Source: an optimization exercise on an open RTL-to-GDS flow (aim: small area, a short achievable clock period and few clock cycles per item). Production flows keep margins and buffers that such runs may drop.
In this exercise RTL edits were held to simulation tests only and were not proved equivalent to the original.
Power figures rest on the tool's default switching activity, not on a simulated workload.

Design task3, start of the top module:
module task3 (
    input  wire        clk,
    input  wire        rst,
    input  wire [2:0]  opcode,
    input  wire [7:0]  in2,
    input  wire [7:0]  in1,
    input  wire [7:0]  in0,
    output wire [23:0] result,
    output wire        done
);
Size: roughly 1200 cells after synthesis, ~54 I/O pins, ~9000 µm² of cells after synthesis.
==> flow/config.mk <==
export PLATFORM = sky130hd
export DESIGN_NAME = task3
export DESIGN_NICKNAME = task3
export VERILOG_FILES = /design/flow/design.v
export SDC_FILE = /design/flow/constraint.sdc
export NUM_CORES = 4
export LEC_CHECK = 0
export ABC_AREA = 1
export CAP_MARGIN = 20
export CORE_MARGIN = 2
export CORE_UTILIZATION = 40
export SETUP_SLACK_MARGIN = 5
export SLEW_MARGIN = 20
export TNS_END_PERCENT = 100
==> flow/constraint.sdc <==
create_clock -name core_clock -period 11.0 [get_ports {clk}]
set_input_delay 2.2000 -clock core_clock [delete_from_list [all_inputs] [get_ports {clk}]]
set_output_delay 2.2000 -clock core_clock [all_outputs]
set_load 0.01 [all_outputs]
standard.sh (not shown) runs the stock make flow with config.mk's settings and CLKGATE_MAP_FILE= SYNTH_SCRIPT=/design/flow/synth_recipe.tcl, a recipe that flattens the netlist after the stock synthesis.
==> flow/flow/run.sh <==
#!/bin/bash
# Standard layout with port buffers of a faster cell and the timing repair
# aimed at a tighter setup margin. The make output goes to standard.log;
# each ORFS step's full log stays under orfs/logs.
set -o pipefail
bash standard.sh "BUFFER_PORTS_ARGS=-buffer_cell sky130_fd_sc_hd__buf_4" SETUP_SLACK_MARGIN=5.75 TNS_END_PERCENT=100 finish > standard.log 2>&1
The baseline completed with no timing, DRC or antenna violations.
Testbench counts at the start, summed over its fixed seeds: cycles 219,878, ops 160,000.
==> next run, changes <==
--- a/flow/flow/run.sh
+++ b/flow/flow/run.sh
@@ -6 +6 @@
-bash standard.sh "BUFFER_PORTS_ARGS=-buffer_cell sky130_fd_sc_hd__buf_4" SETUP_SLACK_MARGIN=5.75 TNS_END_PERCENT=100 finish > standard.log 2>&1
+bash standard.sh "BUFFER_PORTS_ARGS=-buffer_cell sky130_fd_sc_hd__buf_2" SETUP_SLACK_MARGIN=5.5 TNS_END_PERCENT=100 finish > standard.log 2>&1
The new run completed without violations.
Setup slack gets worse by 0.17 ns.
Cell count drops by 0.93%.
Die area does not change.
Total power came out lower by 6.6%.
Non-clock buffer count drops by 14.
Via count went down by 1.7%.
Wire length went down by 3.1%.
Sequential cell count stays the same.
Area after synthesis is unchanged.
Clock power came out lower by about 5%.
==> next run, changes <==
--- a/flow/flow/run.sh
+++ b/flow/flow/run.sh
@@ -6 +6 @@
-bash standard.sh "BUFFER_PORTS_ARGS=-buffer_cell sky130_fd_sc_hd__buf_2" SETUP_SLACK_MARGIN=5.5 TNS_END_PERCENT=100 finish > standard.log 2>&1
+bash standard.sh "BUFFER_PORTS_ARGS=-buffer_cell sky130_fd_sc_hd__buf_4" SETUP_SLACK_MARGIN=5.5 TNS_END_PERCENT=100 finish > standard.log 2>&1
- CORE_UTILIZATION: 40 -> 60
=> Cell area goes down by 0.43%; first-iteration DRC count goes up by 17%; via count goes up by 1.4%; clock power goes down by 7.4%; maximum frequency goes down by 1.4%; power goes up by 3.0%.
==> next run, changes <==
--- a/flow/flow/run.sh
+++ b/flow/flow/run.sh
@@ -6 +6 @@
-bash standard.sh "BUFFER_PORTS_ARGS=-buffer_cell sky130_fd_sc_hd__buf_4" SETUP_SLACK_MARGIN=5.5 TNS_END_PERCENT=100 finish > standard.log 2>&1
+bash standard.sh "BUFFER_PORTS_ARGS=-buffer_cell sky130_fd_sc_hd__buf_1" SETUP_SLACK_MARGIN=5.5 TNS_END_PERCENT=100 finish > standard.log 2>&1
- CORE_UTILIZATION: 60 -> 40
After rerunning: The new run ran to the end with no violations; synthesized area is unchanged; total power shrinks by 2.9%; register-to-register slack gains 0.08 ns; cell area barely changes; via count falls by 2.0%; flip-flop and latch count does not change; die area rises by 48%; critical path depth grows by 3; clock power went up by 16%; worst setup slack is better by 0.049 ns; combinational power goes down by about 6%.

* * *

## exp/violet
task3, a different RTL version from the one above (not shown whole).
Size in the first run: about 54 I/O pins, about 8800 µm² of cells after synthesis.
Settings: LEC_CHECK=0, ABC_AREA=1, CAP_MARGIN=20, CORE_MARGIN=2, CORE_UTILIZATION=55, CTS_BUF_LIST=sky130_fd_sc_hd__clkbuf_4 sky130_fd_sc_hd__clkbuf_8, SETUP_SLACK_MARGIN=5, SLEW_MARGIN=20, TNS_END_PERCENT=100; clock period 11.0 ns.
==> flow/flow/run.sh <==
#!/bin/bash
# Standard layout with port buffers of a faster cell and the timing repair
# aimed at a tighter setup margin. The make output goes to standard.log;
# each ORFS step's full log stays under orfs/logs.
set -o pipefail
bash standard.sh "BUFFER_PORTS_ARGS=-buffer_cell sky130_fd_sc_hd__buf_1" SETUP_SLACK_MARGIN=5.5 TNS_END_PERCENT=100 finish > standard.log 2>&1
Testbench counts of exp/violet, summed over its fixed seeds: cycles 219,878, ops 160,000.
### exp/violet -> exp/raven
- swapping 55 for 40 in CORE_UTILIZATION
## What came out
Height of the die: exp/raven vs exp/violet up 17%. Across both runs, number of iterations in the first detailed-routing pass was lower for exp/raven than for exp/violet. Between exp/raven and exp/violet, it is exp/raven whose utilization of the core after routing is lower, by 17 points. Relative to exp/violet, the power of exp/raven is lower by 1.9%. Detailed route, exp/raven vs exp/violet: via total lower for exp/raven. Sort exp/violet and exp/raven by upper clock frequency limit, ascending, and exp/violet comes first. The standard cells in exp/raven occupy more silicon area than those in exp/violet do.
Here is what was changed in the inputs of exp/fjord compared with exp/raven.
==> flow/flow/run.sh <==
#!/bin/bash
# Standard layout with port buffers of a faster cell and the timing repair
# aimed at a tighter setup margin. The make output goes to standard.log;
# each ORFS step's full log stays under orfs/logs.
set -o pipefail
bash standard.sh "BUFFER_PORTS_ARGS=-buffer_cell sky130_fd_sc_hd__buf_1" SETUP_SLACK_MARGIN=5.65 TNS_END_PERCENT=100 finish > standard.log 2>&1
[summary]
Between exp/raven and exp/fjord, the worst hold path depth figures differ only marginally. Comparing exp/raven and exp/fjord, the higher register-to-register slack was measured on exp/raven. Delta (exp/fjord minus exp/raven): count of non-filler cells in the finished layout closely matched the old numbers; fmax higher; final-layout clock buffer total rose 1. Maximum VDD drop (exp/fjord / exp/raven): 1.15. [compare] base=exp/raven new=exp/fjord: multi-input logic portion of the cell area closely matched the old numbers, detailed-route via count went up.
Inputs modified between exp/fjord and exp/yarrow:
- CTS_BUF_LIST now sky130_fd_sc_hd__clkbuf_8, was sky130_fd_sc_hd__clkbuf_4 sky130_fd_sc_hd__clkbuf_8
==> flow/flow/run.sh <==
#!/bin/bash
# Standard layout with port buffers of a faster cell and the timing repair
# aimed at a tighter setup margin. The make output goes to standard.log;
# each ORFS step's full log stays under orfs/logs.
set -o pipefail
bash standard.sh "BUFFER_PORTS_ARGS=-buffer_cell sky130_fd_sc_hd__buf_1" SETUP_SLACK_MARGIN=5.5 TNS_END_PERCENT=100 finish > standard.log 2>&1
exp/yarrow: done, clean on timing, DRC and antenna. In the tables for exp/fjord and exp/yarrow, top fanout value on the critical path reads lower with exp/yarrow. [compare] base=exp/fjord new=exp/yarrow: fraction of final layout cells with drive strength greater than 1 has decreased, sequential power has remained practically unchanged, tightest slew margin relative to the limit has increased, overall routed net length has decreased.

[afterwards: timing with drivers on the ports]
No port has a modelled driver above. Below, the same layouts with a new extraction and two added sets of constraints.
Step 1 (the two cells are an assumption about what drives the block):
set clk [get_ports {clk}]
set_driving_cell -lib_cell sky130_fd_sc_hd__clkbuf_16 $clk
set_driving_cell -lib_cell sky130_fd_sc_hd__buf_2 [delete_from_list [all_inputs] $clk]
Step 2 also shifts input and output timing later by t, the mid clock arrival at the registers, as if the neighbouring blocks saw the same clock.
Three values: ideal, step 1, step 2; two values: the first two.
run	t (ns)	setup slack, ns	worst setup path after step 2
the first run of note 1	0.397	5.787 / 5.767 / 5.371	input to register
the second run of note 1	0.398	5.622 / 5.641 / 5.243	input to register
the third run of note 1	0.385	5.543 / 5.563 / 5.179	input to register
the fourth run of note 1	0.403	5.593 / 5.617 / 5.214	input to register
exp/violet	0.425	5.584 / 5.605 / 5.180	input to register
exp/raven	0.430	5.652 / 5.668 / 5.238	input to register
exp/fjord	0.425	5.724 / 5.729 / 5.303	input to register
exp/yarrow	0.430	5.652 / 5.668 / 5.238	input to register
After both steps every run listed still meets setup and hold. The setup slack of exp/fjord, which loses most, moves by +0.005 ns with the drivers and by -0.421 ns with both steps.
